This is an optimization exercise on Yosys and OpenROAD, whose aim is small area, not a production implementation.
Only simulation tests tie the RTL to the original design; equivalence was not proved.
The flow treats the clock pin as an ideal source. Dropping or thinning the clock tree relies on that and would not hold on a real chip.
Power and IR drop assume default switching activity.

== 01-24 ==
==> flow/design.v <==
module gh_listen(clk, reset, scl, sda, rdy, n, fsda, sample);
	input clk, reset, scl, sda;
	output rdy;        
	output fsda;       
	output sample;     
	reg ps, ps2, pd, pd2;
	always @(posedge clk) begin
		ps <= scl; ps2 <= ps;
		pd <= sda; pd2 <= pd;
	end
	wire scl_pe = ps & ~ps2;
	wire sda_pe = pd & ~pd2;
	wire sda_ne = ~pd & pd2;
	localparam IW = 3'd0, WS = 3'd1, SC = 3'd2, SW = 3'd3, SA = 3'd4,
	           EB = 3'd5, EC = 3'd6;
	reg [2:0] st;
	output reg [3:0] n;  
	always @(posedge clk) begin
		if (reset) st <= IW;
		else case (st)
			IW: if (sda & scl) st <= WS;
			WS: if (~sda & scl) st <= SC;
			SC: st <= SW;
			SW: begin
				if (scl & sda_pe) st <= EC;
				else if (scl & sda_ne) st <= SC;
				else if (scl_pe) st <= SA;
			end
			SA: if (n == 4'd8) st <= EB; else st <= SW;
			EB: st <= SW;
			EC: st <= WS;
			default: st <= st;
		endcase
		if (st == SC || st == EB) n <= 4'd0;
		else if (st == SA) n <= n + 4'd1;
	end
	assign rdy = (st == EB);
	assign sample = (st == SA);
	assign fsda = sda;
endmodule
module glitchhammer(clk, reset, priv_scl, priv_sda, main_scl, main_sda,
					dac_level, pulldown_trans);
	input clk, reset;
	input priv_scl, priv_sda, main_scl, main_sda;
	output [7:0] dac_level;
	output pulldown_trans;
	reg a, b;
	assign dac_level = {a, b, b, b, a | b, a, a | b, b};
	assign pulldown_trans = ~(a | b);
	wire p_rdy, p_sample, m_rdy, m_sample, p_sda, m_sda;
	wire [3:0] pn, mn;
	gh_listen lp(clk, reset, priv_scl, priv_sda, p_rdy, pn, p_sda, p_sample);
	gh_listen lm(clk, reset, main_scl, main_sda, m_rdy, mn, m_sda, m_sample);
	reg f0, f1, f2;
	wire p_n0 = (pn == 4'd0);
	wire m_n0 = (mn == 4'd0);
	wire t0 = (pn == 4'd0) | (pn == 4'd5);
	wire t1 = (pn == 4'd7);
	wire t2 = (pn >= 4'd4) & (pn <= 4'd7);
	always @(posedge clk) if (p_sample) begin
		f0 <= (p_n0 | f0) & (p_sda == t0);
		f1 <= (p_n0 | f1) & (p_sda == t1);
		f2 <= (p_n0 | f2) & (p_sda == t2);
	end
	reg z;
	always @(posedge clk) if (m_sample) z <= (m_n0 | z) & ~m_sda;
	localparam INIT = 3'd0, NP = 3'd1, LI = 3'd2, W = 3'd3, C = 3'd4,
	           DC = 3'd5, CH = 3'd6;
	reg [2:0] st;
	reg ph;
	reg [13:0] cnt;
	wire priv = cnt[8];
	wire rdy = priv ? p_rdy : m_rdy;
	wire match = priv ? (cnt[1] ? f2 : cnt[0] ? f1 : f0) : z;
	always @(posedge clk) begin
		if (reset) st <= INIT;
		else case (st)
			INIT: begin a <= 1'b0; b <= 1'b0; ph <= 1'b0; st <= NP; end
			NP: st <= LI;
			LI: begin cnt <= ph ? 14'd9 : 14'd256; st <= W; end
			W: if (rdy) st <= C;
			C: if (match) begin
					cnt <= cnt + 14'd1;
					st <= (cnt == 14'd258) ? CH : W;
				end else st <= DC;
			DC: st <= LI;
			CH: begin
				if (cnt == 14'd512) begin a <= 1'b1; b <= 1'b0; end
				if (cnt == 14'd15774) begin a <= 1'b0; b <= 1'b1; end
				if (cnt == 14'd15906) begin a <= 1'b1; b <= 1'b0; end
				if (cnt == 14'd15909) begin st <= W; cnt <= 14'd9; ph <= 1'b1; end
				else if (!(ph && cnt == 14'd15907)) cnt <= cnt + 14'd1;
			end
			default: st <= st;
		endcase
	end
endmodule
make LEC_CHECK=0 CAP_MARGIN=20 CORE_MARGIN=2 CORE_UTILIZATION=40 SLEW_MARGIN=20 finish   # period 5.0 ns
run.sh (not shown) runs the stock make flow with config.mk's settings and CLKGATE_MAP_FILE= SYNTH_SCRIPT=/design/flow/synth_recipe.tcl, a recipe that flattens the netlist after the stock synthesis.
diff inputs: 01-24 => 07-09
Settings: CTS_BUF_LIST newly set to sky130_fd_sc_hd__clkbuf_8; CTS_CLUSTER_DIAMETER newly set to 100; CTS_CLUSTER_SIZE newly set to 50.
[summary]
- Diff 01-24 -> 07-09: final design area excluding fillers comparable; final critical-path share of the clock period saw little to no change.
- Compared with 01-24, in 07-09 sequential share of layout area did not really move, overall power consumption picked up an extra 19 µW, tightest hold margin stayed essentially flat, setup slack closely matched the old numbers.
- Comparing 01-24 with 07-09, the upper clock frequency limit came out essentially unchanged.
- Relative to 01-24, relative area change from synthesis to final layout has gone up in 07-09.
- Diff 07-09..01-24 | post-synthesis compound-gate area fraction | unchanged

---

Another version of the RTL of glitchhammer (not shown whole).
For scale: about 15 I/O pins, roughly 1800 sq um of cells after synthesis.
// glitchhammer
module glitchhammer(clk, reset, priv_scl, priv_sda, main_scl, main_sda,
					dac_level, pulldown_trans);
Settings: LEC_CHECK=0, CAP_MARGIN=20, CORE_MARGIN=2, CORE_UTILIZATION=70, PLACE_DENSITY=0.8, SLEW_MARGIN=20; clock period 5.0 ns.
standard.sh (not shown) runs the stock make flow with config.mk's settings and CLKGATE_MAP_FILE= SYNTH_SCRIPT=/design/flow/synth_recipe.tcl, a recipe that flattens the netlist after the stock synthesis.
==> flow/flow/run.sh <==
#!/bin/bash
# Layout flow: the standard flow, with the combinational logic of the standard
# synthesis re-mapped by ABC for area (every register cell is kept as the
# standard synthesis made it), minimum-size port buffers and a clock tree of
# one small root buffer and a few leaf buffers (clocktree.tcl).
set -euo pipefail
W=$(pwd)
F=$W/flow
R=$W/orfs/results/$FLOW_PLATFORM/glitchhammer/base
LIB=$FLOW_HOME/platforms/sky130hd/lib/sky130_fd_sc_hd__tt_025C_1v80.lib

# 1. the standard synthesis
bash standard.sh synth > $W/synth.log 2>&1

# 2. area re-mapping of the combinational logic
cp $R/1_2_yosys.v $W/std_1_2_yosys.v
SEQ=$(grep -oE "sky130_fd_sc_hd__\w+" $W/std_1_2_yosys.v | sort -u | grep -E "__(e?s?df|dl|sdf|edf)" | tr '\n' ' ')
cat > $W/remap.ys <<EOY
read_liberty -ignore_miss_func $LIB
read_verilog $W/std_1_2_yosys.v
hierarchy -top $FLOW_TOP
setattr -mod -set keep_hierarchy 1 $SEQ
flatten
opt -purge
abc -liberty $LIB -dont_use *probe* -dont_use *lpflow* -script $F/area.abc
opt_clean -purge
hilomap -singleton -hicell sky130_fd_sc_hd__conb_1 HI -locell sky130_fd_sc_hd__conb_1 LO
opt_clean -purge
splitnets
opt_clean -purge
stat -liberty $LIB
select $FLOW_TOP
write_verilog -noattr -nohex -nodec -selected $W/remap_all.v
EOY
yosys -s $W/remap.ys > $W/remap.log 2>&1
awk -v top="$FLOW_TOP" '$0 ~ "^module "top"\\(" {p=1} p {print} /^endmodule/ {if (p) exit}' $W/remap_all.v > $W/remap.v
# use it only if it keeps exactly the standard synthesis's registers
if diff <(grep -E "^\s*sky130_fd_sc_hd__(e?s?df|dl|sdf|edf)" $W/std_1_2_yosys.v | sort) \
        <(grep -E "^\s*sky130_fd_sc_hd__(e?s?df|dl|sdf|edf)" $W/remap.v | sort) > $W/remap_regs.diff; then
  cp $W/remap.v $R/1_2_yosys.v
  rm -f $R/1_synth.odb
else
  echo "remap changed the registers; keeping the standard netlist" >> $W/remap.log
fi

# 3. the rest of the standard flow
bash standard.sh \
  BUFFER_PORTS_ARGS="-buffer_cell sky130_fd_sc_hd__buf_1" \
  CTS_ARGS="-sink_clustering_enable -repair_clock_nets -dont_use_dummy_load -sink_clustering_size 60 -sink_clustering_max_diameter 300 -buf_list sky130_fd_sc_hd__clkbuf_8 -root_buf sky130_fd_sc_hd__clkbuf_8" \
  POST_CTS_TCL=$F/clocktree.tcl \
  CLK_TREE_SLEW_PS=112 \
  CLK_TREE_CHOICES="2:buf_8:clkbuf_2 3:buf_6:clkbuf_1 3:buf_6:clkbuf_2 2:buf_12:clkbuf_1 3:clkbuf_8:clkbuf_2 4:clkbuf_8:clkbuf_2" \
  GPL_TIMING_DRIVEN=0 \
  finish > $W/layout.log 2>&1
Other scripts of this flow, unchanged in this note and not shown: flow/flow/area.abc, flow/flow/clocktree.tcl
Change:
Settings changed: CORE_UTILIZATION 70 to 40, PLACE_DENSITY 0.8 to unset.
The changed run passed the timing, DRC and antenna checks.
Setup slack improves by 21 ps.
First-iteration DRC count is higher by 30%.
Via count went down by 6.3%.
Combinational power stays flat.
No run of this note takes its clock network from TritonCTS; it comes from the design's own scripts or RTL.

---

Setup of P:
glitchhammer, a different RTL version from the one above (not shown whole).
clock: 5.0 ns
lec_check: 0
cap_margin: 20
core_margin: 2
core_utilization: 40
slew_margin: 20
==> flow/flow/run.sh <==
#!/bin/bash
# Layout flow: the standard flow, with
#  - the combinational logic of the standard synthesis re-mapped by ABC for
#    area (a few seeds tried in parallel, the smallest kept); every register
#    cell stays exactly as the standard synthesis made it,
#  - minimum-size port buffers,
#  - a clock tree of one small root buffer and a few leaf buffers
#    (clocktree.tcl, run after CTS).
# Each tool's output goes to a log file in the work folder.
set -euo pipefail
W=$(pwd)
F=$W/flow
R=$W/orfs/results/$FLOW_PLATFORM/glitchhammer/base
LIB=$FLOW_HOME/platforms/sky130hd/lib/sky130_fd_sc_hd__tt_025C_1v80.lib

# 1. the standard synthesis
bash standard.sh synth > $W/synth.log 2>&1

# 2. area re-mapping of the combinational logic
cp $R/1_2_yosys.v $W/std_1_2_yosys.v
SEQ=$(grep -oE "sky130_fd_sc_hd__\w+" $W/std_1_2_yosys.v | sort -u | grep -E "__(e?s?df|dl|sdf|edf)" | tr '\n' ' ')
regs() { grep -E "^\s*sky130_fd_sc_hd__(e?s?df|dl|sdf|edf)" "$1" | sort; }
for S in 0 1 2 3; do
  sed "s/@SEED@/$S/" $F/area.abc > $W/area_$S.abc
  cat > $W/remap_$S.ys <<EOY
read_liberty -ignore_miss_func $LIB
read_verilog $W/std_1_2_yosys.v
hierarchy -top $FLOW_TOP
setattr -mod -set keep_hierarchy 1 $SEQ
flatten
opt -purge
abc -liberty $LIB -dont_use *probe* -dont_use *lpflow* -script $W/area_$S.abc
opt_clean -purge
hilomap -singleton -hicell sky130_fd_sc_hd__conb_1 HI -locell sky130_fd_sc_hd__conb_1 LO
opt_clean -purge
splitnets
opt_clean -purge
stat -liberty $LIB
select $FLOW_TOP
write_verilog -noattr -nohex -nodec -selected $W/remap_all_$S.v
EOY
  ( yosys -s $W/remap_$S.ys > $W/remap_$S.log 2>&1 || true ) &
done
wait
best=""; best_area=""
for S in 0 1 2 3; do
  [[ -f $W/remap_all_$S.v ]] || continue
  awk -v top="$FLOW_TOP" '$0 ~ "^module "top"\\(" {p=1} p {print} /^endmodule/ {if (p) exit}' $W/remap_all_$S.v > $W/remap_$S.v
  a=$( (grep "Chip area for top module" $W/remap_$S.log || true) | tail -1 | awk '{print $NF}')
  if [[ -n "$a" ]] && diff <(regs $W/std_1_2_yosys.v) <(regs $W/remap_$S.v) > /dev/null; then
    echo "seed $S: area $a" >> $W/remap_pick.log
    if [[ -z "$best" ]] || awk -v a="$a" -v b="$best_area" 'BEGIN {exit !(a < b)}'; then best=$S; best_area=$a; fi
  else
    echo "seed $S: not used" >> $W/remap_pick.log
  fi
done
if [[ -n "$best" ]]; then
  echo "using seed $best" >> $W/remap_pick.log
  cp $W/remap_$best.v $R/1_2_yosys.v
  rm -f $R/1_synth.odb
else
  echo "no re-mapping kept; using the standard netlist" >> $W/remap_pick.log
fi

# 3. the rest of the standard flow
bash standard.sh \
  BUFFER_PORTS_ARGS="-buffer_cell sky130_fd_sc_hd__buf_1" \
  CTS_ARGS="-sink_clustering_enable -repair_clock_nets -dont_use_dummy_load -sink_clustering_size 60 -sink_clustering_max_diameter 300 -buf_list sky130_fd_sc_hd__clkbuf_8 -root_buf sky130_fd_sc_hd__clkbuf_8" \
  POST_CTS_TCL=$F/clocktree.tcl \
  CLK_TREE_SLEW_PS=112 \
  CLK_TREE_CHOICES="0::clkbuf_16 2:buf_8:clkbuf_2 3:buf_6:clkbuf_1 3:buf_6:clkbuf_2 2:buf_12:clkbuf_1 3:clkbuf_8:clkbuf_2 4:clkbuf_8:clkbuf_2" \
  GPL_TIMING_DRIVEN=0 \
  finish > $W/layout.log 2>&1
==> flow/flow/area.abc <==
&get -n
&deepsyn -I 10 -J 100 -S @SEED@
&dch -f
&nf -a -R 1000
&put
Other scripts of this flow, unchanged in this note and not shown: flow/flow/clocktree.tcl
The following lists how Q was set up differently from P:
# P
export LEC_CHECK = 0
export CAP_MARGIN = 20
export CORE_MARGIN = 2
export CORE_UTILIZATION = 40
export SLEW_MARGIN = 20
create_clock -name core_clock -period 5.0 [get_ports {clk}]
# Q
export LEC_CHECK = 0
export CAP_MARGIN = 20
export CORE_MARGIN = 2
export CORE_UTILIZATION = 40
export PLACE_DENSITY = 0.9
export SLEW_MARGIN = 20
create_clock -name core_clock -period 5.0 [get_ports {clk}]
diff --git a/flow/flow/run.sh b/flow/flow/run.sh
--- a/flow/flow/run.sh
+++ b/flow/flow/run.sh
@@ -3,3 +3,4 @@
 #  - the combinational logic of the standard synthesis re-mapped by ABC for
-#    area (a few seeds tried in parallel, the smallest kept); every register
+#    area (four ABC scripts, flow/area_*.abc, tried in parallel, the
+#    smallest result kept); every register
 #    cell stays exactly as the standard synthesis made it,
@@ -23,3 +24,2 @@
 for S in 0 1 2 3; do
-  sed "s/@SEED@/$S/" $F/area.abc > $W/area_$S.abc
   cat > $W/remap_$S.ys <<EOY
@@ -31,3 +31,3 @@
 opt -purge
-abc -liberty $LIB -dont_use *probe* -dont_use *lpflow* -script $W/area_$S.abc
+abc -liberty $LIB -dont_use *probe* -dont_use *lpflow* -script $F/area_$S.abc
 opt_clean -purge
@@ -50,6 +50,6 @@
   if [[ -n "$a" ]] && diff <(regs $W/std_1_2_yosys.v) <(regs $W/remap_$S.v) > /dev/null; then
-    echo "seed $S: area $a" >> $W/remap_pick.log
+    echo "script $S: area $a" >> $W/remap_pick.log
     if [[ -z "$best" ]] || awk -v a="$a" -v b="$best_area" 'BEGIN {exit !(a < b)}'; then best=$S; best_area=$a; fi
   else
-    echo "seed $S: not used" >> $W/remap_pick.log
+    echo "script $S: not used" >> $W/remap_pick.log
   fi
@@ -57,3 +57,3 @@
 if [[ -n "$best" ]]; then
-  echo "using seed $best" >> $W/remap_pick.log
+  echo "using script $best" >> $W/remap_pick.log
   cp $W/remap_$best.v $R/1_2_yosys.v
==> flow/flow/area_0.abc (new file) <==
&get -n
&deepsyn -I 10 -J 100
&dch -f
&nf -a -R 1000
&put
==> flow/flow/area_1.abc (new file) <==
&get -n
&deepsyn -I 10 -J 100 -S 1
&dch -f
&nf -a -R 1000
&put
==> flow/flow/area_2.abc (new file) <==
&get -n
&st
&syn2
&deepsyn -I 10 -J 100
&dch -f
&nf -a -R 1000
&put
==> flow/flow/area_3.abc (new file) <==
&get -n
&st
&dc2
&deepsyn -I 10 -J 100 -S 3
&dch -f
&nf -a -R 1000
&put
removed: flow/flow/area.abc
--- outcome ---
Re met3 layer wire length in the routed design: Q is 9.9% up on P.
Pin slew with the least headroom to its limit is higher on Q
Compared with P, Q instantiates a smaller number of standard cells.
The inputs of R differ from those of Q as listed below.
diff --git a/flow/flow/run.sh b/flow/flow/run.sh
--- a/flow/flow/run.sh
+++ b/flow/flow/run.sh
@@ -3,4 +3,3 @@
 #  - the combinational logic of the standard synthesis re-mapped by ABC for
-#    area (four ABC scripts, flow/area_*.abc, tried in parallel, the
-#    smallest result kept); every register
+#    area (a few seeds tried in parallel, the smallest kept); every register
 #    cell stays exactly as the standard synthesis made it,
@@ -24,2 +23,3 @@
 for S in 0 1 2 3; do
+  sed "s/@SEED@/$S/" $F/area.abc > $W/area_$S.abc
   cat > $W/remap_$S.ys <<EOY
@@ -31,3 +31,3 @@
 opt -purge
-abc -liberty $LIB -dont_use *probe* -dont_use *lpflow* -script $F/area_$S.abc
+abc -liberty $LIB -dont_use *probe* -dont_use *lpflow* -script $W/area_$S.abc
 opt_clean -purge
@@ -50,6 +50,6 @@
   if [[ -n "$a" ]] && diff <(regs $W/std_1_2_yosys.v) <(regs $W/remap_$S.v) > /dev/null; then
-    echo "script $S: area $a" >> $W/remap_pick.log
+    echo "seed $S: area $a" >> $W/remap_pick.log
     if [[ -z "$best" ]] || awk -v a="$a" -v b="$best_area" 'BEGIN {exit !(a < b)}'; then best=$S; best_area=$a; fi
   else
-    echo "script $S: not used" >> $W/remap_pick.log
+    echo "seed $S: not used" >> $W/remap_pick.log
   fi
@@ -57,3 +57,3 @@
 if [[ -n "$best" ]]; then
-  echo "using script $best" >> $W/remap_pick.log
+  echo "using seed $best" >> $W/remap_pick.log
   cp $W/remap_$best.v $R/1_2_yosys.v
==> flow/flow/area.abc (new file) <==
&get -n
&deepsyn -I 10 -J 100 -S @SEED@
&dch -f
&nf -a -R 1000
&put
removed: flow/flow/area_0.abc
removed: flow/flow/area_1.abc
removed: flow/flow/area_2.abc
removed: flow/flow/area_3.abc
### Flow results
The clock skew was comparable across R and Q.
Between Q and R, the clock power figures differ only marginally.
Comparing R against Q, there is no change at all in initial antenna violation count.
R reached the final stage; the timing, DRC and antenna checks on its layout passed.
Taking Q as the reference, in R DRC violation count after routing flat, critical path depth flat.
Diff R..Q | routability-driven placement congestion ratio | unchanged
Wire length of the first global-routing pass: R vs Q identical
Routed length on met3: R vs Q identical
As far as post-layout total power is concerned, R and Q perform about the same.
In every run of this note, the design's own scripts or RTL, not TritonCTS, make the clock network.

## what the ideal ports hide
In the flow no input, the clock included, has a driving cell. The finished layouts below were timed again as built, in two steps.
Step 1: set_driving_cell puts a clkbuf_16 on clk and a buf_2 on each other input, an assumption about the parent block.
Step 2 also shifts input and output timing later by t, the mid clock arrival at the registers, as if the neighbouring blocks saw the same clock.
a / b / c = no drivers / after step 1 / after step 2; a / b = the first two.
run | t, ns | setup WS [ns] | worst register clock-pin slew, ns
01-24 | 0.325 | 2.367 / 2.337 / 2.330 | 0.09 / 0.09
07-09 | 0.324 | 2.367 / 2.336 / 2.337 | 0.09 / 0.09
the first run of note 2 | 0.468 | 1.622 / 1.622 / 1.622 | 0.10 / 0.10
the second run of note 2 | 0.459 | 1.643 / 1.643 / 1.643 | 0.09 / 0.09
P | 0.446 | 1.441 / 1.441 / 1.441 | 0.09 / 0.09
Q | 0.357 | 1.537 / 1.537 / 1.537 | 0.10 / 0.10
R | 0.357 | 1.537 / 1.537 / 1.537 | 0.10 / 0.10
After both steps setup and hold are still met in every run listed. For 01-24, which loses most, drivers alone change the setup slack by -0.030 ns; drivers and shift together by -0.037 ns.
